This design comes from an exercise in tuning for small area, a short achievable clock period and few clock cycles on the open sky130 flow, not from production work. No functional check of the RTL was part of any run shown here. Power figures rest on the tool's default switching activity, not on a simulated workload.

--- design/flow/run.sh ---
#!/bin/bash
# synth_recipe.tcl (not shown) runs the flow's synth.tcl, then flattens the netlist and writes it again
# the make line also repeats each setting of config.mk as NAME=value (left out here)
make -C /OpenROAD-flow-scripts/flow DESIGN_CONFIG=/design/flow/config.mk WORK_HOME=/design/flow/orfs CLKGATE_MAP_FILE= SYNTH_SCRIPT=/design/flow/synth_recipe.tcl finish
--- design/flow/config.mk ---
export PLATFORM = sky130hd
export DESIGN_NAME = alu16
export DESIGN_NICKNAME = alu16
export VERILOG_FILES = /design/flow/design.v
export SDC_FILE = /design/flow/constraint.sdc
export NUM_CORES = 4
export LEC_CHECK = 0
export CAP_MARGIN = 20
export CORE_MARGIN = 2
export CORE_UTILIZATION = 40
export SLEW_MARGIN = 20
--- design/flow/constraint.sdc ---
create_clock -name core_clock -period 7.5 [get_ports {CK}]
set_input_delay 1.5000 -clock core_clock [delete_from_list [all_inputs] [get_ports {CK}]]
set_output_delay 1.5000 -clock core_clock [all_outputs]
set_load 0.01 [all_outputs]
--- design/flow/design.v ---
module alu16(CK, reset, start, instruction, inputR1, inputR2, outputR, busy, done);
	input [15:0] inputR1, inputR2;
	input [2:0] instruction;
	input CK, reset, start;
	output [15:0] outputR;
	output reg busy;
	output reg done;
	reg [15:0] ra, rb, rc;
	reg        st_alu, st_mul, st_pre, st_div;
	reg        sub, osel;
	reg [3:0]  cnt;
	wire go = start & ~busy;
	function [3:0] msb;
		input [15:0] v;
		integer i;
		begin
			msb = 4'd0;
			for (i = 0; i < 16; i = i + 1)
				if (v[i]) msb = i;
		end
	endfunction
	function [3:0] nib;
		input [15:0] v;
		begin
			nib[3] = |v[15:12];
			nib[2] = |v[15:8];
			nib[1] = |v[15:4];
			nib[0] = |v;
		end
	endfunction
	wire        m   = ~st_mul | rb[0];
	wire [15:0] Q   = sub ? ~rb : (ra & {16{m}});
	wire        cin = sub | st_pre;
	wire [17:0] S2  = {1'b0, rc, 1'b1} + {1'b0, Q, cin};
	wire [15:0] S   = S2[16:1];
	wire        ge  = S2[17];
	wire [3:0]  pa = msb(rc);
	wire [3:0]  pb = msb(rb);
	wire        zb = (rb == 16'd0);
	wire        triv = (rc == 16'd0) | (pa < pb);
	wire [3:0]  d  = pa - pb;
	wire [3:0]  na = nib(inputR1);
	wire [3:0]  nb = nib(inputR2);
	wire        sw = ((na & ~nb) == 4'd0);    
	assign outputR = osel ? ra : rc;
	always @(posedge CK) begin
		if (reset) begin
			busy   <= 1'b0;
			done   <= 1'b0;
			st_alu <= 1'b0;
			st_mul <= 1'b0;
			st_pre <= 1'b0;
			st_div <= 1'b0;
		end
		else begin
			done <= 1'b0;
			if (go) begin
				sub  <= (instruction == 3'b001);
				osel <= (instruction == 3'b100);
				case (instruction)
					3'b000: begin ra <= inputR1; rc <= inputR2; end
					3'b001: begin rb <= inputR1; rc <= 16'd0; end
					3'b010: begin
						ra <= sw ? inputR2 : inputR1;
						rb <= sw ? inputR1 : inputR2;
						rc <= 16'd0;
					end
					3'b011, 3'b100: begin ra <= 16'd0; rb <= inputR2; rc <= inputR1; end
					3'b101: rc <= inputR1 & inputR2;
					3'b110: rc <= inputR1 | inputR2;
					default: rc <= 16'd0;
				endcase
				st_alu <= (instruction == 3'b000) | (instruction == 3'b001);
				st_mul <= (instruction == 3'b010);
				st_pre <= (instruction == 3'b011) | (instruction == 3'b100);
				busy   <= (instruction[2] == 1'b0) | (instruction == 3'b100);
				done   <= (instruction[2] == 1'b1) & (instruction != 3'b100);
			end
			else if (st_alu) begin
				rc     <= S;
				st_alu <= 1'b0;
				busy   <= 1'b0;
				done   <= 1'b1;
			end
			else if (st_mul) begin
				rc <= S;
				ra <= ra << 1;
				rb <= rb >> 1;
				if (rb[15:1] == 15'd0) begin
					st_mul <= 1'b0;
					busy   <= 1'b0;
					done   <= 1'b1;
				end
			end
			else if (st_pre) begin
				st_pre <= 1'b0;
				if (zb) begin
					rc   <= S;
					ra   <= 16'hffff;
					busy <= 1'b0;
					done <= 1'b1;
				end
				else if (triv) begin
					busy <= 1'b0;
					done <= 1'b1;
				end
				else begin
					rb     <= rb << d;
					cnt    <= d;
					sub    <= 1'b1;
					st_div <= 1'b1;
				end
			end
			else if (st_div) begin
				if (ge) rc <= S;
				ra  <= {ra[14:0], ge};
				rb  <= rb >> 1;
				cnt <= cnt - 4'd1;
				if (cnt == 4'd0) begin
					st_div <= 1'b0;
					busy   <= 1'b0;
					done   <= 1'b1;
				end
			end
		end
	end
endmodule
==> results.ini, run 1 <==
[sta]
finalMaxSlewViolations=0
fin_setup_tns_ns=0
finalHoldWorstSlack_ns=0.533
period_minus_slack_ns=4.41
fin_skew_ns=0.0115
hold_viol_final=0
finalCritPeriodShare_pct=58.9
max_slew_margin_pct=29.0
rsz0062_at_grt=no
fmax_mhz=227
tightest_slew_ns=1.06
setup_violations=0
finalWorstSetupSlack_ns=3.09

[floorplan]
start_util_pct=40.6
die_width_um=128
die_h_um=128
io_pins=56
core_um2=15100
die_area_um2=16300
rows=45

[detailed_routing]
viasPerCell=6.68
drc=0
wl_per_cell_um=24.0
drt_wl_total_um=23600
dr.pass1.iters=5
drtAntennaViolNets=0
drt_iter0_drc=858
vias=6571

[placement]
dp_slack_ns=2.55
gp_congestion=0.980
place_area_um2=6740
hpwl_um=17500
portBuffers=55

[clock_network]
ctsResizeCount=0
root_buffer=clkbuf_16
clk_latency_ns=0.35
hold_buffers=0
cts_htree_levels=3
post_cts_buffers=0
cts_tree=done
cts_num_sinks=60
cts_made_buffers=9
clockBufferDepth=2
path_clk_slew_ns=0.06

[grt]
grt_max_degree=66
grt_pass1_vias=6266
grt_pass1_wl_um=36100
grt_usage_pct=28.8
overflow=0
antenna_found_initial=0

[worst_setup_path]
cp.arrival_ns=4.46
critPathSlowestCell=xnor2_1
worst-endpoint-required_ns=7.55
path_class=reg -> reg
crit_path_end_kind=register
critPathLaunchType=register
path_common_cell=a21oi_1
cp_num_buf_inv=1
crit_chain=a21oi_1 -> o21bai_1 -> a21oi_1 -> o31ai_1 -> a221oi_1 -> ha_1 -> inv_1 -> fa_1 -> xnor2_1 -> o21ai_0 -> a222oi_1 -> a22oi_1
slowest_delay_ns=0.84
cp_max_fo=13
timing.rr.start=rc[3]
cp_top_family=compound AO/OA/AOI/OAI gates
crit_start=rc[3]

[logic_synthesis]
synth_compound_area_share_pct=30.5
avgSynthCellArea_um2=7.90
synthCells=776
yosys-top-cells-area=edfxtp_1 (26%), a21oi_1 (7.4%), nand2_1 (6.4%)
synth_common_cells=nand2_1 (105), a21oi_1 (91), edfxtp_1 (54), nor2_1 (54), o21ai_0 (49)
synth_top_area_share_pct=26.5
synthAdderAreaFrac_pct=4.94
ys_warn_count=1
synth_xor_area_share_pct=2.43
synth.area.mux_share_pct=8.64
synth_area_um2=6130
synth-edff-count=54
synth_fp_nets=837
synth-seq-cells=60
synth.largest_area_cell=edfxtp_1
yosys.area_share.simple_pct=20.0
ys_types=59
seq_area_frac_synth_pct=28.4
synth_ff_type=edfxtp_1
ys_async_sr_fraction_pct=0
synth_top_family_by_area=compound AO/OA/AOI/OAI gates
synth_most_common_cell=nand2_1

[finish]
antenna_cells=0
area_growth_pct=14.7
final_nets=851
drive_gt1_share_pct=7.42
nFillCells=1472
fin_util_pct=46.6
final_cell_area_um2=7030

[power]
p_leak_uw=0.00251
ir_drop_mv=0.0994
powerDensity_nw_per_um2=191

[min_path]
hp-class=reg -> reg
worstHoldStart=st_div

[run]
cap_violations=0

[status]
status=finished clean

layer usage:
layer | share of wire [%] | GRT usage [%]
met1 | 41 | 39.1
met2 | 45 | 45.1
met3 | 10 | 5.30
met4 | 3.7 | 12.0
met5 | 0 | 0
placed cells by master (no fill, tap or decap), types with 9 or more instances in the layout:
master and instances:
nand2_1 105, a21oi_1 91, clkdlybuf4s50_1 55, edfxtp_1 54
nor2_1 52, o21ai_0 49, a221oi_1 30, mux2i_1 27
a211oi_1 25, nor3_1 21, ha_1 21, a31oi_1 19
mux2_2 19, inv_1 17, nor4_1 16, nand3_1 14
a21o_1 13, and2_1 12, o22ai_1 10, o211ai_1 9
a22oi_1 9, clkbuf_16 9
worst paths after layout:
path | end | slack, ns | depth (start not counted)
min reg2reg | st_div | 0.53 | 2
min | st_div | 0.53 | 2
max reg2reg | rb[13] | 3.09 | 12
max | rb[13] | 3.09 | 12
through the flow:
step / power (uW) / std cells
3_5_place_dp: 932 / 967
6_report: 1340 / 983
3_3_place_gp: 921 / 967
2_1_floorplan: 770 / 776
5_1_grt: 1400 / 983
4_1_cts: 1330 / 983
sequential cells by signal, indices dropped and copies added (netlist names), 4 cells and up:
| signal | flops |
|---|---|
| ra | 16 |
| rc | 16 |
| cnt | 4 |
| rb | 16 |
area by class of cell:
cell class	instances	area (um^2)	share of cell area (%)
Clock inverter	5	27.5	0.392
Clock buffer	11	243	3.45
Inverter	18	67.6	0.962
Sequential cell	60	1740	24.8
Timing Repair Buffer	62	603	8.58
Multi-Input combinational cell	639	4110	58.5
Tap cell	188	235	3.35
worst reg2reg max path, cell delays in order (launching register included):
cell and delay, ns:
edfxtp_1 0.48, a21oi_1 0.20, o21bai_1 0.09, a21oi_1 0.21, o31ai_1 0.14, a221oi_1 0.40, ha_1 0.24, inv_1 0.06
fa_1 0.51, xnor2_1 0.84, o21ai_0 0.31, a222oi_1 0.46, a22oi_1 0.17
cells by family after synthesis:
kind of cell / count (synthesis)
simple gates: 261
xor+xnor: 17
mux: 48
fa+ha+maj: 23
flops: 60
compound gates: 290
buf+inv: 77
where the power goes:
group          switching [uW]  total, uW  leakage [uW]  internal (uW)
clock network             168        398      0.000135            230
logic                     308        507       0.00183            199
registers                36.4        438      0.000544            401
total                     512       1340       0.00251            831
==> run 2, diff against run 1 <==
--- a/design/flow/config.mk
+++ b/design/flow/config.mk
@@ -8,4 +8,5 @@
 export CAP_MARGIN = 20
 export CORE_MARGIN = 2
 export CORE_UTILIZATION = 40
+export SETUP_SLACK_MARGIN = 3.3
 export SLEW_MARGIN = 20
==> results.ini, run 2 <==
[detailed_routing]
drtAntennaViolNets=0
wl_per_cell_um=24.0
drt_iter0_drc=909
viasPerCell=6.77
vias=6673
dr.pass1.iters=8
drc=0
drt_wl_total_um=23700

[sta]
finalMaxSlewViolations=0
max_slew_margin_pct=34.1
setup_violations=0
finalWorstSetupSlack_ns=3.41
finalCritPeriodShare_pct=54.5
hold_viol_final=0
period_minus_slack_ns=4.09
rsz0062_at_grt=yes
fin_setup_tns_ns=0
fmax_mhz=245
fin_skew_ns=0.00821
tightest_slew_ns=0.985

[worst_setup_path]
cp.arrival_ns=4.14
crit_path_end_kind=register
path_class=reg -> reg
crit_start=rc[3]
worst-endpoint-required_ns=7.55
crit_chain=a21oi_1 -> o21bai_1 -> a21oi_1 -> o31ai_1 -> a221oi_1 -> ha_1 -> inv_1 -> fa_2 -> inv_2 -> mux2i_1 -> nand2_1 -> nand2_1 -> a222oi_1 -> a22oi_1
critPathLaunchType=register
cp_top_family=compound AO/OA/AOI/OAI gates
cp_max_fo=16
cp_num_buf_inv=2
timing.rr.start=rc[3]
critPathSlowestCell=fa_2
slowest_delay_ns=0.78

[clock_network]
path_clk_slew_ns=0.06
cts_htree_levels=3
cts_tree=done
hold_buffers=0
cts_made_buffers=9
root_buffer=clkbuf_16
clk_latency_ns=0.35
cts_num_sinks=60
clockBufferDepth=2

[logic_synthesis]
ys_warn_count=1
ys_async_sr_fraction_pct=0
synth_most_common_cell=nand2_1
yosys-top-cells-area=edfxtp_1 (26%), a21oi_1 (7.4%), nand2_1 (6.4%)
avgSynthCellArea_um2=7.90
seq_area_frac_synth_pct=28.4
synth_common_cells=nand2_1 (105), a21oi_1 (91), edfxtp_1 (54), nor2_1 (54), o21ai_0 (49)
synth_top_area_share_pct=26.5
synth_fp_nets=837
ys_types=59
synth.largest_area_cell=edfxtp_1
synth-seq-cells=60
synth_area_um2=6130
synth_ff_type=edfxtp_1
synthCells=776
synth-edff-count=54

[finish]
final_nets=854
final_common_cell=nand2_1
layout_common_cells=nand2_1 (105), a21oi_1 (91), edfxtp_1 (54), clkdlybuf4s50_1 (54), nor2_1 (52)
area_growth_pct=15.5
drive_gt1_share_pct=8.77
nFillCells=1468
largestRegisters=ra: 16 flops, rb: 16 flops, rc: 16 flops
antenna_cells=0
fin_util_pct=46.9

[grt]
antenna_found_initial=1
grt_pass1_wl_um=36100
grt_usage_pct=28.8
grt_pass1_vias=6255
grt_max_degree=66
overflow=0

[power]
p_switching_uw=515
p_comb_share_pct=38.0
p_seq_share_pct=32.4
sw_frac_of_total_pct=38.2
ir_drop_mv=0.0996
intPower_uw=833
p_clk_share_pct=29.6
p_leak_uw=0.00253
powerDensity_nw_per_um2=191

[floorplan]
start_util_pct=40.6
rows=45
die_area_um2=16300
core_um2=15100
die_width_um=128
die_h_um=128
io_pins=56

[run]
cap_violations=0

[min_path]
hp-class=reg -> reg
worstHoldStart=st_div

[placement]
hpwl_um=17500
dp_slack_ns=2.55
portBuffers=55
gp_congestion=0.980

[status]
status=finished clean

[run 2: power groups by stage]
stage	Combinational, uW	Clock (uW)	Sequential [uW]
after floorplan	346	0	424
after global placement	478	0	442
after detailed placement	490	0	442
after CTS	495	398	436
after global routing	554	416	439
final	513	399	437
[run 2: worst register-to-register path, stage by stage, from the launching register on]
cell and delay (ns):
edfxtp_1 0.48, a21oi_1 0.20, o21bai_1 0.09, a21oi_1 0.21, o31ai_1 0.14, a221oi_1 0.40, ha_1 0.24, inv_1 0.07
fa_2 0.78, inv_2 0.20, mux2i_1 0.18, nand2_1 0.09, nand2_1 0.07, a222oi_1 0.49, a22oi_1 0.17
[run 2: cell families (layout without fill, tap and decap cells)]
| family | after synthesis | after routing | synth area share, % |
|---|---|---|---|
| AO/OA/AOI/OAI | 290 | 290 | 30.5 |
| AND/OR/NAND/NOR | 261 | 261 | 20.0 |
| buffers and inverters | 77 | 99 | 5.06 |
| flip-flops | 60 | 60 | 28.4 |
| multiplexers | 48 | 48 | 8.64 |
| adder cells (fa/ha/maj) | 23 | 23 | 4.94 |
| XOR/XNOR | 17 | 17 | 2.43 |
[run 2: path summary, 6_finish.rpt]
check,slack (ns),depth (start not counted),endpoint
max,3.41,14,rb[13]
max reg2reg,3.41,14,rb[13]
min reg2reg,0.53,2,st_div
min,0.53,2,st_div
[run 2: per-layer routing]
metal,wire [um],vias to the layer above,track usage [%]
li1,-,3015,-
met1,9750,3160,39.3
met2,10800,432,45.1
met3,2350,66,6.01
met4,816,0,10.1
met5,0,-,0
[run 2: layout make-up]
type | instances | area [um^2] | share of cell area, %
multi-input combinational | 639 | 4140 | 58.5
sequential | 60 | 1740 | 24.6
timing repair buffer | 64 | 613 | 8.66
clock buffer | 11 | 243 | 3.43
tap | 188 | 235 | 3.32
inverter | 18 | 71.3 | 1.01
clock inverter | 5 | 27.5 | 0.389
timing repair inverter | 1 | 5.00 | 0.0707
[run 2: metrics by stage]
step | hold slack (ns) | cells | area (um^2) | power (uW)
detailed placement | 0.512 | 967 | 6740 | 932
finish | 0.526 | 986 | 7080 | 1350
global route | 0.542 | 986 | 7080 | 1410
global placement | 0.492 | 967 | 6740 | 921
CTS | 0.521 | 983 | 7040 | 1330
floorplan | 0.472 | 776 | 6130 | 770
[run 2: repair_timing]
item,CTS,global route
pin swaps,0,0
setup buffers,0,2
resized for setup,6,8
endpoints found under the setup margin,46,51
cloned,0,1
==> run 3, diff against run 2 <==
--- a/design/flow/config.mk
+++ b/design/flow/config.mk
@@ -8,5 +8,5 @@
 export CAP_MARGIN = 20
 export CORE_MARGIN = 2
 export CORE_UTILIZATION = 40
-export SETUP_SLACK_MARGIN = 3.3
+export SETUP_SLACK_MARGIN = 3.8
 export SLEW_MARGIN = 20
==> results.ini, run 3 <==
[status]
status=finished clean

[min_path]
hp-class=reg -> reg
worstHoldStart=st_div

[finish]
layout_common_cells=nand2_1 (104), a21oi_1 (89), edfxtp_1 (54)
area_growth_pct=21.0
drive_gt1_share_pct=12.8
final_common_cell=nand2_1
final_cell_area_um2=7420
fin_util_pct=49.1
largestRegisters=ra: 16 flops, rb: 16 flops, rc: 16 flops
final_nets=869
antenna_cells=0

[logic_synthesis]
ys_types=59
avgSynthCellArea_um2=7.90
synth_ff_type=edfxtp_1
synth-edff-count=54
synth_top_area_share_pct=26.5
ys_async_sr_fraction_pct=0
synth_most_common_cell=nand2_1
synthCells=776
synth.largest_area_cell=edfxtp_1
seq_area_frac_synth_pct=28.4
synth_fp_nets=837
yosys-top-cells-area=edfxtp_1 (26%), a21oi_1 (7.4%), nand2_1 (6.4%)
synth-seq-cells=60
synth_area_um2=6130
synth_common_cells=nand2_1 (105), a21oi_1 (91), edfxtp_1 (54), nor2_1 (54), o21ai_0 (49)
ys_warn_count=1

[worst_setup_path]
crit_start=inputR2[0]
cp.arrival_ns=3.80
path_class=in -> reg
critPathLaunchType=primary input
crit_path_end=ra[13]
crit_path_end_kind=register
cp_max_fo=12
rr_worst_depth=14
r2r_end=rb[13]
reg2reg_slack_ns=3.91
worst-endpoint-required_ns=7.62
timing.rr.start=rc[3]

[clock_network]
cts_htree_levels=3
cts_made_buffers=9
cts_num_sinks=60
cts_tree=done
clk_latency_ns=0.34
root_buffer=clkbuf_16
path_clk_slew_ns=0.06
clockBufferDepth=2

[floorplan]
core_um2=15100
start_util_pct=40.6
die_h_um=128
die_area_um2=16300
rows=45
io_pins=56
die_width_um=128

[detailed_routing]
vias=6755
viasPerCell=6.75
drt_wl_total_um=23500
drc=0
drtAntennaViolNets=0
dr.pass1.iters=7
drt_iter0_drc=913
wl_per_cell_um=23.5

[sta]
period_minus_slack_ns=3.67
setup_violations=0
fmax_mhz=272
fin_skew_ns=0.0108
finalMaxSlewViolations=0
fin_setup_tns_ns=0
max_slew_margin_pct=42.8
hold_viol_final=0
tightest_slew_ns=0.855
rsz0062_at_grt=yes
finalCritPeriodShare_pct=49.0

[grt]
antenna_found_initial=1
grt_max_degree=66
grt_pass1_wl_um=35900
grt_pass1_vias=6120
grt_usage_pct=28.7
overflow=0

[power]
p_leak_uw=0.00268
powerDensity_nw_per_um2=187
ir_drop_mv=0.146

[placement]
gp_congestion=0.944
portBuffers=55
place_area_um2=6740
hpwl_um=17000

[run]
cap_violations=0

## run 3: cell counts after synthesis
No cell type changed its count.
## run 3: metrics by stage
stage / hold WS [ns] / instances / setup WS (ns) / power (uW)
floorplan: 0.472 / 776 / 4.02 / 770
global placement: 0.492 / 967 / 2.63 / 923
detailed placement: 0.514 / 967 / 2.54 / 930
CTS: 0.521 / 999 / 3.79 / 1360
global route: 0.552 / 1001 / 3.71 / 1450
finish: 0.521 / 1001 / 3.83 / 1390
## run 3: logic make-up after synthesis
kind of cell	after synthesis	share of synthesized area, %
multiplexers	48	8.64
AO/OA/AOI/OAI	290	30.5
adder cells (fa/ha/maj)	23	4.94
XOR/XNOR	17	2.43
buffers and inverters	77	5.06
flip-flops	60	28.4
AND/OR/NAND/NOR	261	20.0
## run 3: layer usage
metal	up-vias	GRT usage, %	share of wire (%)
li1	3056	-	-
met3	76	4.72	9.5
met4	0	12.2	4.1
met2	413	46.1	45
met5	-	0	0
met1	3210	38.2	41
## run 3: worst min-delay path by stage
stage | end | slack, ns | cells after the start
final | st_div | 0.52 | 2
after global placement | st_div | 0.49 | 2
after detailed placement | st_div | 0.51 | 2
after global routing | st_div | 0.55 | 2
after floorplan | st_div | 0.47 | 2
after CTS | st_div | 0.52 | 2
## run 3: critical path, cell delays in order
cell and delay (ns):
clkdlybuf4s50_1 0.58, or4_1 0.59, nor2_2 0.14, nand4_4 0.21
nand3b_1 0.17, buf_4 0.18, a211oi_1 0.09, nor3_1 0.32
## run 3: where the power goes
| part | internal, uW | leakage (uW) | total [uW] | switching [uW] |
|---|---|---|---|---|
| logic | 221 | 0.00200 | 540 | 319 |
| registers | 401 | 0.000544 | 438 | 37.0 |
| clock network | 254 | 0.000137 | 409 | 155 |
| total | 876 | 0.00268 | 1390 | 511 |
## run 3: what timing repair did
action	CTS	global route
hold buffers	0	0
cloned	3	0
resized for setup	26	31
pin swaps	5	3
setup buffers	13	2
endpoints found under the setup margin	81	75
## run 3: cell type report
type,instances,area [um^2]
fillers,1504,7670
multi-input cells,641,4320
flip-flops and latches,60,1740
repair buffers,77,756
well taps,188,235
clock buffers,10,229
inverters,18,75.1
clock inverters,6,55.1
repair inverters,1,5.00
==> run 4, diff against run 3 <==
--- a/design/flow/config.mk
+++ b/design/flow/config.mk
@@ -8,5 +8,5 @@
 export CAP_MARGIN = 20
 export CORE_MARGIN = 2
 export CORE_UTILIZATION = 40
-export SETUP_SLACK_MARGIN = 3.8
+export SETUP_SLACK_MARGIN = 4.3
 export SLEW_MARGIN = 20
==> results.ini, run 4 <==
[detailed_routing]
drt_iter0_drc=1039
dr.pass1.iters=5
wl_per_cell_um=25.1
drtAntennaViolNets=0
viasPerCell=6.84
drt_wl_total_um=26800
drc=0
vias=7278

[sta]
finalCritPeriodShare_pct=46.2
fin_skew_ns=0.0115
tightest_slew_ns=0.703
max_slew_margin_pct=52.7
fmax_mhz=288
setup_violations=0
hold_viol_final=0
period_minus_slack_ns=3.47
rsz0062_at_grt=yes
fin_setup_tns_ns=0
finalMaxSlewViolations=0

[worst_setup_path]
rr_worst_depth=14
critPathLaunchType=register
cp.arrival_ns=3.54
crit_path_end_kind=register
worst-endpoint-required_ns=7.57
path_class=reg -> reg
cp_max_fo=7

[run]
cap_violations=0

[power]
p_clk_share_pct=27.3
p_seq_share_pct=28.5
ir_drop_mv=0.118
p_total_uw=1530
sw_frac_of_total_pct=38.2
intPower_uw=946
p_leak_uw=0.00312
p_comb_share_pct=44.2
powerDensity_nw_per_um2=184
p_switching_uw=585

[floorplan]
die_h_um=128
start_util_pct=40.6
die_width_um=128
rows=45
die_area_um2=16300
io_pins=56
core_um2=15100

[logic_synthesis]
synth_top_area_share_pct=26.5
synth_area_um2=6130
ys_async_sr_fraction_pct=0
synth-edff-count=54
ys_types=59
synthCells=776
synth_fp_nets=837
synth_most_common_cell=nand2_1
seq_area_frac_synth_pct=28.4
synth_common_cells=nand2_1 (105), a21oi_1 (91), edfxtp_1 (54), nor2_1 (54), o21ai_0 (49)
avgSynthCellArea_um2=7.90
ys_warn_count=1
yosys-top-cells-area=edfxtp_1 (26%), a21oi_1 (7.4%), nand2_1 (6.4%)
synth.largest_area_cell=edfxtp_1
synth_ff_type=edfxtp_1
synth-seq-cells=60

[clock_network]
cts_tree=done
clockBufferDepth=2
path_clk_slew_ns=0.06
root_buffer=clkbuf_16
clk_latency_ns=0.35
cts_num_sinks=60
cts_made_buffers=9
cts_htree_levels=3

[placement]
portBuffers=55
hpwl_um=17400
gp_congestion=0.966

[grt]
grt_max_degree=66
grt_usage_pct=32.1
overflow=0
grt_pass1_vias=6905
antenna_found_initial=0
grt_pass1_wl_um=39800

[finish]
antenna_cells=0
final_nets=933
layout_common_cells=nand2_1 (101), a21oi_1 (83), buf_4 (66)
area_growth_pct=36.0
drive_gt1_share_pct=27.4
final_common_cell=nand2_1
largestRegisters=ra: 16 flops, rb: 16 flops, rc: 16 flops

[status]
status=finished clean

[min_path]
hp-class=reg -> reg
hold_depth=2

## run 4: critical path, cell delays in order (launching register included)
cell	delay [ns]
edfxtp_1	0.43
a21oi_2	0.15
o21bai_1	0.10
a21oi_2	0.23
o31ai_4	0.10
a221oi_4	0.29
ha_4	0.18
inv_2	0.04
fa_2	0.72
inv_6	0.09
mux2i_1	0.16
nand2_1	0.10
nand2_1	0.08
a222oi_1	0.38
a22oi_1	0.14
## run 4: worst paths after layout
check	startpoint	endpoint	slack [ns]
max reg2reg	rc[1]	rb[13]	4.03
min reg2reg	st_div	st_div	0.52
min	st_div	st_div	0.52
max	rc[1]	rb[13]	4.03
## run 4: power by group through the flow
stage	clock network [uW]	logic (uW)	registers, uW
5_1_grt	431	721	437
3_5_place_dp	0	490	444
6_report	418	677	437
2_1_floorplan	0	350	424
4_1_cts	415	609	433
3_3_place_gp	0	479	443
## run 4: cells by family (layout without fill, tap and decap cells)
group | after synthesis | count (layout) | synth area share [%]
mux | 48 | 48 | 8.64
flops | 60 | 60 | 28.4
compound gates | 290 | 290 | 30.5
xor+xnor | 17 | 17 | 2.43
fa+ha+maj | 23 | 23 | 4.94
buf+inv | 77 | 172 | 5.06
simple gates | 261 | 266 | 20.0
## run 4: repair_timing
item                       CTS  global route
buffers inserted            55            21
resized for setup          178            81
setup endpoints to repair  124           109
hold buffers                 0             0
pin swaps                   35            31
cloned                       6             2
## run 4: final cells by class
cell class	count	area (um^2)
Fill cell	1365	6760
Multi-Input combinational cell	644	4780
Sequential cell	60	1740
Timing Repair Buffer	138	1210
Tap cell	188	235
Clock buffer	10	229
Inverter	18	80.1
Clock inverter	5	53.8
Timing Repair inverter	1	7.51
## run 4: through the flow
| stage | setup WS, ns | cells | hold slack, ns | instance area (um^2) | utilization (%) |
|---|---|---|---|---|---|
| after floorplan | 4.16 | 776 | 0.472 | 6180 | - |
| after global placement | 2.90 | 965 | 0.488 | 6770 | 44.9 |
| after detailed placement | 2.76 | 965 | 0.506 | 6770 | 44.9 |
| after CTS | 4.03 | 1041 | 0.514 | 8030 | 53.2 |
| after global routing | 3.85 | 1064 | 0.543 | 8330 | 55.2 |
| final | 4.03 | 1064 | 0.519 | 8330 | 55.2 |
## run 4: layer usage
metal | track usage (%) | wire [um]
met5 | 0 | 0
met4 | 18.4 | 1590
met3 | 6.26 | 2690
met2 | 50.5 | 12100
met1 | 41.2 | 10400
==> run 5, diff against run 4 <==
--- a/design/flow/config.mk
+++ b/design/flow/config.mk
@@ -8,5 +8,5 @@
 export CAP_MARGIN = 20
 export CORE_MARGIN = 2
 export CORE_UTILIZATION = 40
-export SETUP_SLACK_MARGIN = 4.3
+export SETUP_SLACK_MARGIN = 4.8
 export SLEW_MARGIN = 20
==> results.ini, run 5 <==
[detailed_routing]
drtAntennaViolNets=0
drt_wl_total_um=28800
dr.pass1.iters=5
viasPerCell=6.96
drc=0
wl_per_cell_um=25.8
drt_iter0_drc=1076
vias=7750

[logic_synthesis]
synth_most_common_cell=nand2_1
seq_area_frac_synth_pct=28.4
synth-seq-cells=60
synth.largest_area_cell=edfxtp_1
ys_warn_count=1
yosys-top-cells-area=edfxtp_1 (26%), a21oi_1 (7.4%), nand2_1 (6.4%)
synth_fp_nets=837
synth-edff-count=54
synth_top_area_share_pct=26.5
avgSynthCellArea_um2=7.90
ys_types=59
synthCells=776
synth_ff_type=edfxtp_1
synth_area_um2=6130
synth_common_cells=nand2_1 (105), a21oi_1 (91), edfxtp_1 (54), nor2_1 (54), o21ai_0 (49)
ys_async_sr_fraction_pct=0

[sta]
fin_setup_tns_ns=0
finalHoldWorstSlack_ns=0.550
setup_violations=0
fmax_mhz=285
finalMaxSlewViolations=0
hold_viol_final=0
fin_skew_ns=0.00907
rsz0062_at_grt=yes
period_minus_slack_ns=3.51
finalCritPeriodShare_pct=46.8
tightest_slew_ns=1.00
max_slew_margin_pct=32.9

[floorplan]
die_h_um=128
die_width_um=128
rows=45
io_pins=56
core_um2=15100
start_util_pct=40.6
die_area_um2=16300

[power]
p_clk_share_pct=23.2
p_seq_share_pct=26.4
sw_frac_of_total_pct=39.2
powerDensity_nw_per_um2=175
intPower_uw=1000
p_leak_uw=0.00353
ir_drop_mv=0.107
p_switching_uw=644
p_comb_share_pct=50.4

[finish]
antenna_cells=0
area_growth_pct=53.5
final_nets=982
largestRegisters=ra: 16 flops, rb: 16 flops, rc: 16 flops
drive_gt1_share_pct=42.5
layout_common_cells=nand2_1 (92), buf_4 (85), a21oi_1 (73)
final_common_cell=nand2_1

[grt]
grt_usage_pct=32.6
overflow=0
grt_pass1_wl_um=40500
grt_pass1_vias=6876
antenna_found_initial=0
grt_max_degree=42

[clock_network]
clockBufferDepth=2
cts_htree_levels=3
clk_latency_ns=0.34
path_clk_slew_ns=0.06
cts_made_buffers=9
cts_tree=done
cts_num_sinks=60
root_buffer=clkbuf_16

[placement]
hpwl_um=17100
gp_congestion=0.994
portBuffers=55

[worst_setup_path]
crit_path_end_kind=register
cp_max_fo=4
path_class=reg -> reg
timing.rr.start=rc[1]
crit_path_end=rb[11]
critPathLaunchType=register
reg2reg_slack_ns=3.99
cp.arrival_ns=3.58
rr_worst_depth=14
crit_start=rc[1]
r2r_end=rb[11]
worst-endpoint-required_ns=7.56

[status]
status=finished clean

[run]
cap_violations=0

[min_path]
hold_depth=2
hp-class=reg -> reg

==> run 5: repair_timing <==
action,4_1_cts,5_1_grt
resized for setup,307,158
pin swaps,45,53
hold buffers,0,0
endpoints found under the setup margin,128,120
gates cloned,12,3
setup buffers,74,44
==> run 5: area by class of cell <==
cell class | instances | area [um^2]
Clock buffer | 10 | 229
Clock inverter | 6 | 31.3
Fill cell | 1254 | 5680
Inverter | 18 | 87.6
Multi-Input combinational cell | 648 | 5310
Sequential cell | 60 | 1750
Tap cell | 188 | 235
Timing Repair Buffer | 184 | 1770
==> run 5: metal layers <==
layer / vias to the layer above / routed length (um) / global-route usage [%]
li1: 3292 / - / -
met1: 3638 / 10700 / 43.3
met2: 660 / 12900 / 51.2
met3: 160 / 3330 / 5.38
met4: 0 / 1900 / 16.9
met5: - / 0 / 0
==> run 5: logic make-up (layout without fill, tap and decap cells) <==
kind of cell / after synthesis / in the layout / share of synthesized area, %
DFF: 60 / 60 / 28.4
AOI/OAI and AO/OA: 290 / 292 / 30.5
adders and majority gates: 23 / 23 / 4.94
xor gates and xnor gates: 17 / 19 / 2.43
and+or+nand+nor: 261 / 266 / 20.0
muxes: 48 / 48 / 8.64
buffers and inverters: 77 / 218 / 5.06
==> run 5: worst max-delay path: stages, from the launching register on <==
cell,delay [ns]
edfxtp_1,0.44
a21oi_2,0.15
o21bai_1,0.08
a21oi_2,0.18
o31ai_2,0.10
a221oi_2,0.40
ha_4,0.20
inv_2,0.03
fa_2,0.62
buf_4,0.15
mux4_2,0.30
nand2_1,0.08
nand2_1,0.06
a221oi_2,0.33
a22oi_1,0.10
==> run 5: worst min path at each step <==
stage | startpoint | endpoint
floorplan | st_div | st_div
global placement | st_div | st_div
detailed placement | st_div | st_div
CTS | st_div | st_div
global route | st_div | st_div
finish | st_div | st_div
==> run 5: power by group through the flow <==
stage	sequential (uW)	clock, uW	combinational [uW]
floorplan	424	0	378
global route	435	387	870
finish	435	381	829
detailed placement	442	0	510
global placement	442	0	505
CTS	428	373	662
==> run 5: per-stage QoR <==
stage / power [uW] / setup slack, ns / utilization (%) / instance area (um^2) / cells
final: 1640 / 3.99 / 62.3 / 9410 / 1114
after global routing: 1690 / 3.89 / 62.3 / 9410 / 1114
after CTS: 1460 / 4.11 / 56.8 / 8570 / 1067
after detailed placement: 953 / 2.85 / 46.3 / 6990 / 965
after global placement: 947 / 2.97 / 46.3 / 6990 / 965
after floorplan: 802 / 4.18 / - / 6500 / 776
==> run 6, diff against run 5 <==
==> design/flow/design.v (replaced) <==
module alu16(CK, reset, start, instruction, inputR1, inputR2, outputR, busy, done);
	input [15:0] inputR1, inputR2;
	input [2:0] instruction;
	input CK, reset, start;
	output [15:0] outputR;
	output reg busy;
	output reg done;
	reg [15:0] ra, rb, rc;
	reg        st_alu, st_mul, st_pre, st_div;
	reg        sub, osel;
	reg [3:0]  cnt;
	wire go = start & ~busy;
	function [3:0] msb;
		input [15:0] v;
		integer i;
		begin
			msb = 4'd0;
			for (i = 0; i < 16; i = i + 1)
				if (v[i]) msb = i;
		end
	endfunction
	wire        m   = st_mul ? rb[0] : 1'b1;
	wire [16:0] P   = st_div ? {rc, ra[15]} : {1'b0, rc};
	wire [16:0] Q   = sub ? {1'b1, ~rb} : {1'b0, ra & {16{m}}};
	wire        cin = sub | st_pre;
	wire [17:0] S   = {1'b0, P} + {1'b0, Q} + {17'd0, cin};
	wire        ge  = S[17];
	wire [3:0]  pa = msb(ra);
	wire [3:0]  pb = msb(rb);
	wire        za = (ra == 16'd0);
	wire        zb = (rb == 16'd0);
	wire [4:0]  k  = (za | (pa < pb)) ? 5'd0 : {1'b0, pa} - {1'b0, pb} + 5'd1;
	wire [31:0] ini = {ra, 16'd0} >> k;
	wire sw = (inputR1 < inputR2);
	assign outputR = osel ? ra : rc;
	always @(posedge CK) begin
		if (reset) begin
			busy   <= 1'b0;
			done   <= 1'b0;
			st_alu <= 1'b0;
			st_mul <= 1'b0;
			st_pre <= 1'b0;
			st_div <= 1'b0;
		end
		else begin
			done <= 1'b0;
			if (go) begin
				ra   <= (instruction == 3'b010 && sw) ? inputR2 : inputR1;
				rb   <= (instruction == 3'b001 || (instruction == 3'b010 && sw)) ? inputR1 : inputR2;
				sub  <= (instruction == 3'b001);
				osel <= (instruction == 3'b100);
				case (instruction)
					3'b000, 3'b011, 3'b100: rc <= inputR2;
					3'b101: rc <= inputR1 & inputR2;
					3'b110: rc <= inputR1 | inputR2;
					default: rc <= 16'd0;
				endcase
				st_alu <= (instruction == 3'b000) | (instruction == 3'b001);
				st_mul <= (instruction == 3'b010);
				st_pre <= (instruction == 3'b011) | (instruction == 3'b100);
				busy   <= (instruction[2] == 1'b0) | (instruction == 3'b100);
				done   <= (instruction[2] == 1'b1) & (instruction != 3'b100);
			end
			else if (st_alu) begin
				rc     <= S[15:0];
				st_alu <= 1'b0;
				busy   <= 1'b0;
				done   <= 1'b1;
			end
			else if (st_mul) begin
				rc <= S[15:0];
				ra <= ra << 1;
				rb <= rb >> 1;
				if (rb[15:1] == 15'd0) begin
					st_mul <= 1'b0;
					busy   <= 1'b0;
					done   <= 1'b1;
				end
			end
			else if (st_pre) begin
				st_pre <= 1'b0;
				if (zb) begin
					rc   <= S[15:0];
					ra   <= 16'hffff;
					busy <= 1'b0;
					done <= 1'b1;
				end
				else begin
					{rc, ra} <= ini;
					cnt <= k[3:0] - 4'd1;
					sub <= 1'b1;
					if (k == 5'd0) begin
						busy <= 1'b0;
						done <= 1'b1;
					end
					else
						st_div <= 1'b1;
				end
			end
			else if (st_div) begin
				rc  <= ge ? S[15:0] : {rc[14:0], ra[15]};
				ra  <= {ra[14:0], ge};
				cnt <= cnt - 4'd1;
				if (cnt == 4'd0) begin
					st_div <= 1'b0;
					busy   <= 1'b0;
					done   <= 1'b1;
				end
			end
		end
	end
endmodule
--- a/design/flow/config.mk
+++ b/design/flow/config.mk
@@ -8,5 +8,4 @@
 export CAP_MARGIN = 20
 export CORE_MARGIN = 2
 export CORE_UTILIZATION = 40
-export SETUP_SLACK_MARGIN = 4.8
 export SLEW_MARGIN = 20
==> results.ini, run 6 <==
[sta]
fmax_mhz=180
rsz0062_at_grt=no
setup_violations=0
finalCritPeriodShare_pct=74.1
tightest_slew_ns=1.01
fin_skew_ns=0.0116
finalHoldWorstSlack_ns=0.515
fin_setup_tns_ns=0
finalMaxSlewViolations=0
max_slew_margin_pct=32.3
period_minus_slack_ns=5.55
finalWorstSetupSlack_ns=1.95
hold_viol_final=0

[logic_synthesis]
synth-edff-count=54
seq_area_frac_synth_pct=22.3
yosys-top-cells-area=edfxtp_1 (21%), ha_1 (11%), o21ai_0 (5.9%)
synth_ff_type=edfxtp_1
synth_most_common_cell=nand2_1
synth_compound_area_share_pct=28.2
synth_area_um2=7820
synth_xor_area_share_pct=1.57
ys_async_sr_fraction_pct=0
synth.area.mux_share_pct=10.0
synth_common_cells=nand2_1 (99), o21ai_0 (93), nor2_1 (89), ha_1 (71), inv_1 (66)
synth_top_area_share_pct=20.7
avgSynthCellArea_um2=7.89
yosys.area_share.simple_pct=18.7
synth.largest_area_cell=edfxtp_1
ys_warn_count=1
synthAdderAreaFrac_pct=12.4
synth-seq-cells=60
synthCells=992
synth_top_family_by_area=compound AO/OA/AOI/OAI gates
ys_types=76
synth_fp_nets=1105

[finish]
fin_util_pct=46.0
nFillCells=1944
layout_common_cells=nand2_1 (99), o21ai_0 (92), nor2_1 (89)
area_growth_pct=13.6
final_nets=1119
final_common_cell=nand2_1
multi_input_area_um2=5560
regArea_um2=1740
largestRegisters=ra: 16 flops, rb: 16 flops, rc: 16 flops
drive_gt1_share_pct=8.01

[clock_network]
cts_made_buffers=9
clk_latency_ns=0.34
cts_num_sinks=60
cts_tree=done
ctsResizeCount=0
cts_htree_levels=3
clockBufferDepth=2
hold_buffers=0
path_clk_slew_ns=0.05
root_buffer=clkbuf_16
post_cts_buffers=0

[grt]
grt_pass1_wl_um=45500
grt_max_degree=56
overflow=0
grt_pass1_vias=7683
antenna_found_initial=2
grt_usage_pct=29.3

[power]
p_leak_uw=0.00345
ir_drop_mv=0.114
p_total_uw=1890
powerDensity_nw_per_um2=213

[status]
status=finished clean

[min_path]
hp-class=reg -> reg
hold_end=busy
hold_depth=2
worstHoldStart=busy

[detailed_routing]
wl_per_cell_um=23.4
drt_wl_total_um=29900
drc=0
dr.pass1.iters=6
drt_iter0_drc=903
viasPerCell=6.39
drtAntennaViolNets=0
vias=8154

[worst_setup_path]
cp_num_buf_inv=1
r2r_end=ra[11]
path_class=reg -> reg
timing.rr.start=rb[7]
path_common_cell=a21boi_0
cp_top_family=compound AO/OA/AOI/OAI gates
rr_worst_depth=13
crit_chain=or4_1 -> a21boi_0 -> ha_1 -> inv_1 -> fa_1 -> a21boi_0 -> a21oi_1 -> o211a_1 -> nor2_1 -> nand3_1 -> o31ai_1 -> a2111oi_0 -> o22ai_1
cp_max_fo=16
slowest_delay_ns=0.71
crit_path_end_kind=register
worst-endpoint-required_ns=7.56
reg2reg_slack_ns=1.95
critPathSlowestCell=a21oi_1
critPathLaunchType=register
cp.arrival_ns=5.62

[placement]
hpwl_um=23100
portBuffers=55
gp_congestion=1.03
dp_slack_ns=2.17

[floorplan]
io_pins=56
die_width_um=144
die_h_um=144
rows=51
start_util_pct=40.5
core_um2=19300
die_area_um2=20700

[run]
cap_violations=0

run 6: changes by cell type in the layout (fill, tap and decap cells not counted), moves of 21 or more:
| cell | before | now |
|---|---|---|
| nand3_1 | 10 | 31 |
| clkdlybuf4s50_1 | 1 | 55 |
| buf_4 | 85 | 16 |
| ha_1 | 14 | 71 |
| a21oi_1 | 73 | 47 |
| buf_6 | 42 | 0 |
| o21ai_0 | 25 | 92 |
| inv_1 | 11 | 66 |
| nor2_1 | 45 | 89 |
run 6: where the power goes:
part | switching [uW] | total, uW | leakage (uW) | internal [uW]
Combinational | 581 | 927 | 0.00273 | 346
Clock | 154 | 476 | 0.000162 | 322
Sequential | 72.0 | 488 | 0.000560 | 416
run 6: worst register-to-register path, stage by stage, from the launching register on:
cell and delay (ns):
edfxtp_1 0.46, or4_1 0.56, a21boi_0 0.52, ha_1 0.29, inv_1 0.07, fa_1 0.46
a21boi_0 0.19, a21oi_1 0.71, o211a_1 0.64, nor2_1 0.33, nand3_1 0.16, o31ai_1 0.07
a2111oi_0 0.63, o22ai_1 0.18
run 6: cell type report:
class                      count  share of cell area, %
multi-input combinational    797                   62.5
antenna                        1                 0.0282
sequential                    60                   19.6
inverter                      67                   2.83
timing repair buffer          71                   7.55
clock inverter                 6                   1.15
clock buffer                  10                   2.58
tap                          265                   3.73
run 6: cells by family (layout without fill, tap and decap cells):
kind of cell	count (synthesis)	count (layout)
flops	60	60
mux	73	73
buf+inv	135	154
compound gates	326	326
xor+xnor	14	14
other cells	0	1
fa+ha+maj	75	75
simple gates	309	309
run 6: worst max path at each step:
stage | start | endpoint | slack (ns) | cells after the start
6_report | rb[7] | ra[11] | 1.95 | 13
5_1_grt | ra[5] | rc[0] | 1.58 | 16
4_1_cts | ra[5] | rc[0] | 2.14 | 16
3_5_place_dp | ra[5] | rc[0] | 2.17 | 16
3_3_place_gp | ra[4] | rc[0] | 2.15 | 16
2_1_floorplan | rb[7] | ra[1] | 3.43 | 14
run 6: metrics by stage:
stage | area [um^2] | cells
2_1_floorplan | 7820 | 992
3_3_place_gp | 8550 | 1260
3_5_place_dp | 8550 | 1260
4_1_cts | 8880 | 1276
5_1_grt | 8880 | 1276
6_report | 8890 | 1277
run 6: metal layers:
layer	GRT usage (%)	routed length (um)	up-vias
met5	0	0	-
met2	46.9	13500	471
li1	-	-	3737
met1	38.6	12400	3844
met4	13.1	1530	0
met3	5.00	2380	102
==> run 7, diff against run 6 <==
--- a/design/flow/config.mk
+++ b/design/flow/config.mk
@@ -5,7 +5,9 @@
 export SDC_FILE = /design/flow/constraint.sdc
 export NUM_CORES = 4
 export LEC_CHECK = 0
+export ABC_CLOCK_PERIOD_IN_PS = 3000
 export CAP_MARGIN = 20
 export CORE_MARGIN = 2
 export CORE_UTILIZATION = 40
+export SETUP_SLACK_MARGIN = 4.5
 export SLEW_MARGIN = 20
==> results.ini, run 7 <==
[worst_setup_path]
path_class=reg -> reg
crit_chain=nor2_1 -> o21ai_1 -> a211oi_1 -> nor3_1 -> o31a_1 -> ha_4 -> inv_2 -> ha_4 -> fa_2 -> buf_4 -> buf_6 -> nand3_4 -> o21ai_1 -> o22ai_2 -> nor2_2 -> nor3_2 -> or4_1
reg2reg_slack_ns=3.41
cp_max_fo=6
r2r_end=rc[0]
timing.rr.start=rb[4]
cp.arrival_ns=4.16
rr_worst_depth=17
critPathLaunchType=register
crit_path_end_kind=register
cp_top_family=adder cells
cp_num_buf_inv=3
worst-endpoint-required_ns=7.57
slowest_delay_ns=0.66
critPathSlowestCell=fa_2

[grt]
grt_usage_pct=34.7
grt_max_degree=56
grt_pass1_vias=8878
grt_pass1_wl_um=53500
overflow=0
antenna_found_initial=0

[clock_network]
cts_num_sinks=60
cts_tree=done
hold_buffers=0
root_buffer=clkbuf_16
cts_htree_levels=3
clockBufferDepth=2
clk_latency_ns=0.34
cts_made_buffers=9
path_clk_slew_ns=0.05

[detailed_routing]
drc=0
drtAntennaViolNets=0
wl_per_cell_um=25.8
drt_iter0_drc=1089
viasPerCell=6.51
dr.pass1.iters=7
vias=9407
drt_wl_total_um=37400

[sta]
fin_setup_tns_ns=0
finalCritPeriodShare_pct=54.5
period_minus_slack_ns=4.09
finalMaxSlewViolations=0
setup_violations=0
hold_viol_final=0
tightest_slew_ns=0.913
fmax_mhz=245
max_slew_margin_pct=39.1
rsz0062_at_grt=yes
fin_skew_ns=0.00643

[power]
p_total_uw=2510
p_clk_share_pct=18.6
p_switching_uw=1100
p_comb_share_pct=63.0
p_leak_uw=0.00471
sw_frac_of_total_pct=43.9
intPower_uw=1410
ir_drop_mv=0.127
p_seq_share_pct=18.4
powerDensity_nw_per_um2=209

[finish]
layout_common_cells=buf_4 (135), nand2_1 (89), nor2_1 (69)
antenna_cells=0
area_growth_pct=53.7
largestRegisters=ra: 16 flops, rb: 16 flops, rc: 16 flops
final_nets=1289
final_common_cell=buf_4
drive_gt1_share_pct=42.6
nFillCells=1607

[logic_synthesis]
synth_ff_type=edfxtp_1
yosys-top-cells-area=edfxtp_1 (21%), ha_1 (11%), o21ai_0 (5.9%)
synth-seq-cells=60
synth_fp_nets=1105
synth_area_um2=7820
synth_most_common_cell=nand2_1
synth-edff-count=54
ys_types=76
synth.largest_area_cell=edfxtp_1
synth_top_area_share_pct=20.7
ys_warn_count=1
ys_async_sr_fraction_pct=0
seq_area_frac_synth_pct=22.3
synth_common_cells=nand2_1 (99), o21ai_0 (93), nor2_1 (89), ha_1 (71), inv_1 (66)
synthCells=992
avgSynthCellArea_um2=7.89

[min_path]
hold_end=busy
worstHoldStart=busy
hp-class=reg -> reg
hold_depth=2

[placement]
gp_congestion=1.05
hpwl_um=24000
portBuffers=55

[floorplan]
io_pins=56
start_util_pct=40.5
die_h_um=144
die_area_um2=20700
rows=51
die_width_um=144
core_um2=19300

[run]
cap_violations=0

[status]
status=finished clean

[run 7: power by group through the flow]
stage	Sequential (uW)	Combinational (uW)	Clock (uW)
after floorplan	442	705	0
after global placement	479	974	0
after detailed placement	480	969	0
after CTS	456	1330	467
after global routing	464	1640	480
final	462	1580	468
[run 7: worst max path at each step]
stage	startpoint	end	slack, ns	depth (start not counted)
global route	rb[2]	rc[0]	3.34	19
finish	rb[4]	rc[0]	3.41	17
global placement	inputR1[2]	rb[15]	2.69	12
CTS	rb[4]	ra[1]	3.51	15
detailed placement	inputR1[2]	rb[15]	2.70	12
floorplan	ra[4]	ra[1]	3.81	17
[run 7: area by class of cell]
class	instances	area (um^2)	share of cell area, %
inverter	67	293	2.44
clock inverter	4	72.6	0.604
tap	265	332	2.76
timing repair buffer	238	2230	18.5
sequential	60	1750	14.5
multi-input combinational	800	7100	59.0
clock buffer	12	256	2.13
[run 7: kinds of logic (layout without fill, tap and decap cells)]
kind of cell	Yosys count	after routing	synth area share [%]
adders and majority gates	75	75	12.4
DFF	60	60	22.3
xor gates and xnor gates	14	14	1.57
buffers and inverters	135	321	6.91
AOI/OAI and AO/OA	326	327	28.2
muxes	73	73	10.0
and+or+nand+nor	309	311	18.7
[run 7: what timing repair did]
action / 4_1_cts / 5_1_grt
setup endpoints to repair: 107 / 103
pin swaps: 60 / 64
resized for setup: 409 / 126
cloned: 3 / 3
buffers inserted: 118 / 46
[run 7: metrics by stage]
stage | util [%] | instances | area [um^2] | setup WS, ns | hold WS (ns)
2_1_floorplan | - | 992 | 8250 | 3.81 | 0.518
3_3_place_gp | 45.8 | 1260 | 8850 | 2.69 | 0.505
3_5_place_dp | 45.8 | 1260 | 8850 | 2.70 | 0.514
4_1_cts | 57.2 | 1397 | 11100 | 3.51 | 0.524
5_1_grt | 62.2 | 1446 | 12000 | 3.34 | 0.560
6_report | 62.2 | 1446 | 12000 | 3.41 | 0.517
[run 7: worst register-to-register path, stage by stage, from the launching register on]
cell      delay (ns)
edfxtp_1        0.47
nor2_1          0.13
o21ai_1         0.09
a211oi_1        0.20
nor3_1          0.09
o31a_1          0.36
ha_4            0.31
inv_2           0.04
ha_4            0.15
fa_2            0.66
buf_4           0.15
buf_6           0.09
nand3_4         0.12
o21ai_1         0.18
o22ai_2         0.17
nor2_2          0.16
nor3_2          0.07
or4_1           0.39
[run 7: layer usage]
layer	vias to the layer above	track usage (%)	part of all wire [%]
li1	4091	-	-
met1	4499	42.0	37
met2	614	55.0	44
met3	203	9.63	12
met4	0	20.5	7.4
met5	-	0	0
==> run 8, diff against run 7 <==
==> design/flow/design.v (replaced) <==
module alu16(CK, reset, start, instruction, inputR1, inputR2, outputR, busy, done);
	input [15:0] inputR1, inputR2;
	input [2:0] instruction;
	input CK, reset, start;
	output [15:0] outputR;
	output reg busy;
	output reg done;
	reg [15:0] ra;		 
	reg [15:0] rb;		 
	reg [15:0] rc;		 
	reg        st_mul, st_pre, st_div, osel;
	wire go = start & ~busy;
	function [3:0] msb;
		input [15:0] v;
		integer i;
		begin
			msb = 4'd0;
			for (i = 0; i < 16; i = i + 1)
				if (v[i]) msb = i;
		end
	endfunction
	function [3:0] nib;
		input [15:0] v;
		begin
			nib[3] = |v[15:12];
			nib[2] = |v[15:8];
			nib[1] = |v[15:4];
			nib[0] = |v;
		end
	endfunction
	wire [15:0] A = inputR1;
	wire [15:0] B = inputR2;
	wire op_add = (instruction == 3'b000);
	wire op_neg = (instruction == 3'b001);
	wire op_mul = (instruction == 3'b010);
	wire op_div = (instruction == 3'b011) | (instruction == 3'b100);
	wire [15:0] ia  = op_neg ? ~A : A;
	wire [15:0] ib  = op_add ? B : 16'd0;
	wire [16:0] is2 = {ia, 1'b1} + {ib, ~op_add};
	wire [15:0] isum = is2[16:1];
	wire [3:0]  na = nib(A);
	wire [3:0]  nb = nib(B);
	wire        sw = ((na & ~nb) == 4'd0);    
	wire [15:0] mc = sw ? B : A;              
	wire [15:0] mp = sw ? A : B;              
	wire        mul1 = (mp[15:1] == 15'd0);   
	wire        bz   = (B == 16'd0);
	wire        dv0  = ((nb & ~na) != 4'd0);  
	wire        slow = (op_mul & ~mul1) | (op_div & ~bz & ~dv0);
	wire [15:0] Q   = st_div ? ~rb : (ra & {16{rb[0]}});
	wire [17:0] S2  = {1'b0, rc, 1'b1} + {1'b0, Q, st_div};
	wire [15:0] S   = S2[16:1];
	wire        ge  = S2[17];
	wire [3:0]  pa = msb(rc);
	wire [3:0]  pb = msb(rb);
	wire        triv = (pa < pb);
	wire [3:0]  d  = pa - pb;
	assign outputR = osel ? ra : rc;
	always @(posedge CK) begin
		if (reset) begin
			busy   <= 1'b0;
			done   <= 1'b0;
			st_mul <= 1'b0;
			st_pre <= 1'b0;
			st_div <= 1'b0;
		end
		else begin
			done <= 1'b0;
			if (go) begin
				osel   <= (instruction == 3'b100);
				st_mul <= op_mul & ~mul1;
				st_pre <= op_div & ~bz & ~dv0;
				busy   <= slow;
				done   <= ~slow;
				case (instruction)
					3'b000, 3'b001: rc <= isum;
					3'b010: begin
						ra <= {mc[14:0], 1'b0};
						rb <= {1'b0, mp[15:1]};
						rc <= mc & {16{mp[0]}};
					end
					3'b011, 3'b100: begin
						ra <= bz ? 16'hffff : 16'd0;
						rb <= B;
						rc <= bz ? isum : A;
					end
					3'b101: rc <= A & B;
					3'b110: rc <= A | B;
					default: rc <= 16'd0;
				endcase
			end
			else if (st_mul) begin
				rc <= S;
				ra <= ra << 1;
				rb <= rb >> 1;
				if (rb[15:1] == 15'd0) begin
					st_mul <= 1'b0;
					busy   <= 1'b0;
					done   <= 1'b1;
				end
			end
			else if (st_pre) begin
				st_pre <= 1'b0;
				if (triv) begin
					busy <= 1'b0;
					done <= 1'b1;
				end
				else begin
					rb     <= rb << d;
					ra     <= 16'h8000 >> d;
					st_div <= 1'b1;
				end
			end
			else if (st_div) begin
				if (ge) rc <= S;
				ra <= {ra[14:0], ge};
				rb <= rb >> 1;
				if (ra[15]) begin
					st_div <= 1'b0;
					busy   <= 1'b0;
					done   <= 1'b1;
				end
			end
		end
	end
endmodule
==> design/flow/config.mk (replaced) <==
export PLATFORM = sky130hd
export DESIGN_NAME = alu16
export DESIGN_NICKNAME = alu16
export VERILOG_FILES = /design/flow/design.v
export SDC_FILE = /design/flow/constraint.sdc
export NUM_CORES = 4
export LEC_CHECK = 0
export CAP_MARGIN = 20
export CORE_MARGIN = 2
export CORE_UTILIZATION = 40
export SETUP_SLACK_MARGIN = 3.8
export SLEW_MARGIN = 20
==> results.ini, run 8 <==
[placement]
hpwl_um=18800
gp_congestion=0.950
dp_slack_ns=1.53
portBuffers=55

[detailed_routing]
drt_wl_total_um=26900
dr.pass1.iters=6
drt_iter0_drc=828
drc=0
drtAntennaViolNets=0
vias=7466
viasPerCell=6.42
wl_per_cell_um=23.1

[power]
powerDensity_nw_per_um2=155
p_comb_share_pct=51.3
p_leak_uw=0.00336
p_switching_uw=562
p_seq_share_pct=29.0
p_clk_share_pct=19.7
ir_drop_mv=0.100
intPower_uw=815
sw_frac_of_total_pct=40.8

[clock_network]
cts_num_sinks=54
clockBufferDepth=2
cts_made_buffers=5
clk_latency_ns=0.31
root_buffer=clkbuf_16
cts_tree=done
path_clk_slew_ns=0.08
cts_htree_levels=2
hold_buffers=0

[worst_setup_path]
crit_path_end_kind=register
worst-endpoint-required_ns=7.53
crit_chain=buf_16 -> clkinv_8 -> nor3_4 -> buf_12 -> xor2_2 -> inv_1 -> fa_2 -> nand2b_4 -> a21oi_4 -> o211ai_1 -> nand3_1 -> a41oi_2 -> xnor2_1 -> a222oi_1 -> o22ai_1
cp.arrival_ns=4.06
crit_start=instruction[0]
reg2reg_slack_ns=3.79
critPathLaunchType=primary input
cp_num_buf_inv=4
cp_top_family=compound AO/OA/AOI/OAI gates
timing.rr.start=rb[4]
critPathSlowestCell=a222oi_1
rr_worst_depth=18
slowest_delay_ns=0.48
path_class=in -> reg
cp_max_fo=7
r2r_end=rb[10]

[finish]
largestRegisters=ra: 16 flops, rb: 16 flops, rc: 16 flops
layout_common_cells=nand2_1 (74), nor2_1 (69), buf_4 (68)
final_nets=1018
antenna_cells=0
area_growth_pct=30.9
final_common_cell=nand2_1
drive_gt1_share_pct=26.6

[logic_synthesis]
synth_top_area_share_pct=21.7
synth_area_um2=6780
ys_async_sr_fraction_pct=0
synthCells=852
synth_most_common_cell=nand2_1
synth_ff_type=edfxtp_1
yosys-top-cells-area=edfxtp_1 (22%), ha_1 (6.5%), mux2i_1 (6.2%)
synth.largest_area_cell=edfxtp_1
ys_warn_count=1
synth_fp_nets=928
seq_area_frac_synth_pct=23.2
synth-edff-count=49
avgSynthCellArea_um2=7.96
synth-seq-cells=54
synth_common_cells=nand2_1 (79), nor2_1 (75), a21oi_1 (72), o21ai_0 (58), edfxtp_1 (49)
ys_types=65

[min_path]
hold_depth=2
hp-class=reg -> reg
hold_end=busy
worstHoldStart=busy

[grt]
antenna_found_initial=0
grt_pass1_wl_um=39600
grt_max_degree=43
grt_pass1_vias=6675
grt_usage_pct=28.7
overflow=0

[floorplan]
core_um2=16600
die_width_um=134
die_area_um2=18000
start_util_pct=40.9
die_h_um=134
rows=47
io_pins=56

[sta]
finalMaxSlewViolations=0
tightest_slew_ns=1.00
fin_skew_ns=0.0113
rsz0062_at_grt=yes
finalCritPeriodShare_pct=53.7
fin_setup_tns_ns=0
finalWorstSetupSlack_ns=3.48
fmax_mhz=248
period_minus_slack_ns=4.02
max_slew_margin_pct=32.4
setup_violations=0
hold_viol_final=0

[status]
status=finished clean

[run]
cap_violations=0

## run 8: changes by cell type after synthesis, sizes merged, moves of 16 or more
cell	before	now
nand3	32	16
inv	66	16
a211oi	9	26
and2	4	22
ha	71	35
o21ai	95	60
a21oi	48	72
nand2	99	79
xor2	9	27
o311ai	16	0
## run 8: logic make-up after synthesis
kind of cell / count (synthesis) / share of synthesized area (%)
AOI/OAI and AO/OA: 294 / 28.3
and+or+nand+nor: 278 / 19.8
muxes: 76 / 11.8
buffers and inverters: 68 / 3.82
DFF: 54 / 23.2
xor gates and xnor gates: 44 / 5.68
adders and majority gates: 38 / 7.34
## run 8: metal layers
metal  global-route usage (%)  wire length [um]  vias to the layer above
met4                     9.71               878                        0
met1                     42.2             11400                     3502
li1                         -                 -                     3423
met3                     4.04              2970                       64
met2                     43.1             11600                      477
met5                        0                 0                        -
## run 8: worst max path at each step
| stage | end | slack, ns | cells after the start |
|---|---|---|---|
| 2_1_floorplan | rc[13] | 3.51 | 13 |
| 3_3_place_gp | rc[13] | 1.53 | 13 |
| 3_5_place_dp | rc[13] | 1.53 | 13 |
| 4_1_cts | rc[13] | 3.54 | 14 |
| 5_1_grt | rc[13] | 3.36 | 15 |
| 6_report | rc[13] | 3.48 | 15 |
## run 8: tightest hold or removal path: cells and delay by family, from the launching register on
family,cells,cell delay [ns]
AO/OA/AOI/OAI,1,0.13
flip-flops,1,0.35
AND/OR/NAND/NOR,1,0.04
## run 8: area by class of cell
cell class,instances,area (um^2)
fillers,1570,7710
multi-input cells,731,5520
flip-flops and latches,54,1570
repair buffers,133,1260
well taps,220,275
clock buffers,6,150
inverters,17,80.1
clock inverters,2,17.5
## run 8: metrics by stage
step,power (uW),hold WS (ns),instances,instance area (um^2),utilization [%]
after floorplan,775,0.523,852,6930,-
after global placement,953,0.542,1085,7590,45.8
after detailed placement,951,0.551,1085,7590,45.8
after CTS,1260,0.565,1134,8350,50.3
after global routing,1440,0.595,1163,8880,53.5
final,1380,0.558,1163,8880,53.5
## run 8: repair_timing
| item | 4_1_cts | 5_1_grt |
|---|---|---|
| setup endpoints to repair | 100 | 92 |
| resized for setup | 242 | 64 |
| pin swaps | 33 | 43 |
| gates cloned | 1 | 3 |
| setup buffers | 40 | 26 |
## run 8: power groups by stage
stage          Combinational [uW]  Sequential [uW]  Clock, uW
6_report                      707              399        271
3_3_place_gp                  548              406          0
4_1_cts                       595              397        273
3_5_place_dp                  546              406          0
5_1_grt                       754              401        285
2_1_floorplan                 390              385          0
==> run 9, diff against run 8 <==
--- a/design/flow/config.mk
+++ b/design/flow/config.mk
@@ -8,5 +8,5 @@
 export CAP_MARGIN = 20
 export CORE_MARGIN = 2
 export CORE_UTILIZATION = 40
-export SETUP_SLACK_MARGIN = 3.8
+export SETUP_SLACK_MARGIN = 4.3
 export SLEW_MARGIN = 20
==> results.ini, run 9 <==
[finish]
final_cell_area_um2=10200
nFillCells=1403
final_common_cell=buf_4
antenna_cells=0
layout_common_cells=buf_4 (99), nand2_1 (70), nor2_1 (60)
largestRegisters=ra: 16 flops, rb: 16 flops, rc: 16 flops
drive_gt1_share_pct=39.4
final_nets=1086
area_growth_pct=50.2

[logic_synthesis]
synth_most_common_cell=nand2_1
synth.largest_area_cell=edfxtp_1
synth-edff-count=49
synthCells=852
synth-seq-cells=54
synth_ff_type=edfxtp_1
synth_common_cells=nand2_1 (79), nor2_1 (75), a21oi_1 (72), o21ai_0 (58), edfxtp_1 (49)
synth_fp_nets=928
ys_async_sr_fraction_pct=0
synth_top_area_share_pct=21.7
ys_warn_count=1
avgSynthCellArea_um2=7.96
ys_types=65
synth_area_um2=6780
yosys-top-cells-area=edfxtp_1 (22%), ha_1 (6.5%), mux2i_1 (6.2%)
seq_area_frac_synth_pct=23.2

[sta]
finalCritPeriodShare_pct=53.3
rsz0062_at_grt=yes
fin_skew_ns=0.0119
fmax_mhz=250
fin_setup_tns_ns=0
period_minus_slack_ns=4.00
finalMaxSlewViolations=0
tightest_slew_ns=1.18
setup_violations=0
max_slew_margin_pct=21.1
hold_viol_final=0

[power]
p_comb_share_pct=56.1
sw_frac_of_total_pct=41.7
p_leak_uw=0.00397
p_seq_share_pct=26.3
p_switching_uw=630
intPower_uw=880
p_clk_share_pct=17.6
powerDensity_nw_per_um2=148
ir_drop_mv=0.100

[detailed_routing]
drt_iter0_drc=972
drc=0
vias=7892
wl_per_cell_um=23.6
dr.pass1.iters=8
viasPerCell=6.41
drt_wl_total_um=29100
drtAntennaViolNets=0

[grt]
overflow=0
grt_pass1_vias=7226
grt_max_degree=43
grt_usage_pct=31.3
antenna_found_initial=0
grt_pass1_wl_um=43200

[worst_setup_path]
crit_path_end_kind=register
crit_chain=buf_16 -> clkinv_8 -> nor3_4 -> buf_6 -> xor2_2 -> inv_2 -> fa_2 -> nand2b_4 -> a21oi_4 -> o211ai_1 -> nand3_1 -> buf_4 -> nand2_4 -> xnor2_1 -> a222oi_1 -> o22ai_1
path_class=in -> reg
critPathSlowestCell=fa_2
cp_num_buf_inv=5
cp_max_fo=5
slowest_delay_ns=0.35
cp_top_family=compound AO/OA/AOI/OAI gates
critPathLaunchType=primary input
worst-endpoint-required_ns=7.54
cp.arrival_ns=4.04

[floorplan]
die_h_um=134
die_width_um=134
core_um2=16600
die_area_um2=18000
start_util_pct=40.9
io_pins=56
rows=47

[clock_network]
cts_htree_levels=2
cts_tree=done
clk_latency_ns=0.33
path_clk_slew_ns=0.09
clockBufferDepth=2
cts_num_sinks=54
cts_made_buffers=5
root_buffer=clkbuf_16
hold_buffers=0

[status]
status=finished clean

[placement]
portBuffers=55
place_area_um2=7740
gp_congestion=0.976
hpwl_um=19000

[run]
cap_violations=0

[min_path]
hp-class=reg -> reg

run 9: per-stage QoR:
stage          hold slack [ns]  utilization [%]  power, uW  setup slack (ns)  std cells
6_report                 0.553             61.4       1510              3.50       1231
5_1_grt                  0.589             61.4       1580              3.44       1231
4_1_cts                  0.560             57.0       1400              3.73       1188
3_5_place_dp             0.544             46.7        968              1.73       1084
3_3_place_gp             0.544             46.7        969              1.85       1084
2_1_floorplan            0.524                -        791              3.51        852
run 9: worst register-to-register path: stages (launching register included):
cell and delay [ns]:
edfxtp_1 0.47, nand2b_4 0.18, a21oi_2 0.11, o21bai_1 0.07, a21oi_1 0.14, o21bai_1 0.10
a21oi_1 0.13, nor2_1 0.07, o21bai_2 0.20, ha_4 0.17, inv_4 0.04, buf_6 0.10
buf_6 0.10, buf_6 0.10, buf_6 0.10, buf_6 0.10, a21o_1 0.15, a21oi_2 0.17
xnor2_2 0.12, buf_4 0.16, buf_6 0.11, buf_8 0.13, nand4_1 0.08, o211ai_1 0.09
o211ai_1 0.18, nand2_1 0.07
run 9: kinds of logic (layout without fill, tap and decap cells):
family,Yosys count,after routing,share of synthesized area (%)
DFF,54,54,23.2
and+or+nand+nor,278,278,19.8
buffers and inverters,68,227,3.82
adders and majority gates,38,38,7.34
xor gates and xnor gates,44,44,5.68
muxes,76,76,11.8
AOI/OAI and AO/OA,294,294,28.3
run 9: what timing repair did:
action                                  CTS  global route
endpoints found under the setup margin  117           110
pin swaps                                89            69
cloned                                   10             2
setup buffers                            86            41
resized for setup                       386           104
run 9: final timing paths:
check | start | endpoint | slack (ns) | cells past startpoint
worst min register to register | busy | busy | 0.55 | 2
worst min-delay path | busy | busy | 0.55 | 2
worst max register to register | rb[2] | rb[8] | 3.82 | 25
worst max-delay path | instruction[0] | rc[11] | 3.50 | 16
run 9: routing by layer:
layer	global-route usage (%)	wire, um	vias to the layer above
met2	49.1	13100	455
met4	10.1	1060	0
li1	-	-	3577
met3	3.89	2560	87
met5	0	0	-
met1	44.8	12400	3773
run 9: cell type report:
cell class	count	area, um^2	share of cell area (%)
Clock inverter	3	28.8	0.283
Clock buffer	5	125	1.23
Tap cell	220	275	2.70
Timing Repair Buffer	202	2090	20.5
Multi-Input combinational cell	730	6010	59.0
Inverter	17	83.8	0.823
Sequential cell	54	1570	15.4
run 9: power by group through the flow:
| stage | clock network, uW | registers, uW | logic [uW] |
|---|---|---|---|
| 6_report | 266 | 397 | 847 |
| 4_1_cts | 265 | 394 | 742 |
| 2_1_floorplan | 0 | 385 | 406 |
| 3_5_place_dp | 0 | 406 | 563 |
| 3_3_place_gp | 0 | 406 | 563 |
| 5_1_grt | 276 | 399 | 900 |

==> port drivers added, routing unchanged <==
The results above use ideal ports. As a check the final layouts listed here were re-extracted and re-timed, cells and wires unchanged. Step 1: set_driving_cell puts a clkbuf_16 on CK and a buf_2 on each other input, an assumption about the parent block. Step 2, shift: input delay + t, output delay - t, t = (earliest + latest rising clock arrival at the registers) / 2. This alone moves slack from input paths to output paths. a / b / c = no drivers / after step 1 / after step 2; a / b = the first two.
| run | t (ns) | slack for setup (ns) | worst setup path after step 2 |
|---|---|---|---|
| run 1 | 0.386 | 3.085 / 3.085 / 2.745 | input to register |
| run 2 | 0.383 | 3.413 / 3.413 / 3.117 | input to register |
| run 3 | 0.383 | 3.828 / 3.850 / 3.470 | input to register |
| run 4 | 0.387 | 4.031 / 4.031 / 3.940 | input to register |
| run 5 | 0.379 | 3.987 / 3.987 / 3.972 | input to register |
| run 6 | 0.379 | 1.946 / 1.946 / 1.946 | register to register |
| run 7 | 0.383 | 3.411 / 3.411 / 3.387 | input to register |
| run 8 | 0.348 | 3.476 / 3.433 / 3.085 | input to register |
| run 9 | 0.359 | 3.500 / 3.452 / 3.093 | input to register |
After both steps setup and hold are still met in every run listed. For run 9, which loses most, drivers alone change the setup slack by -0.048 ns; drivers and shift together by -0.407 ns.
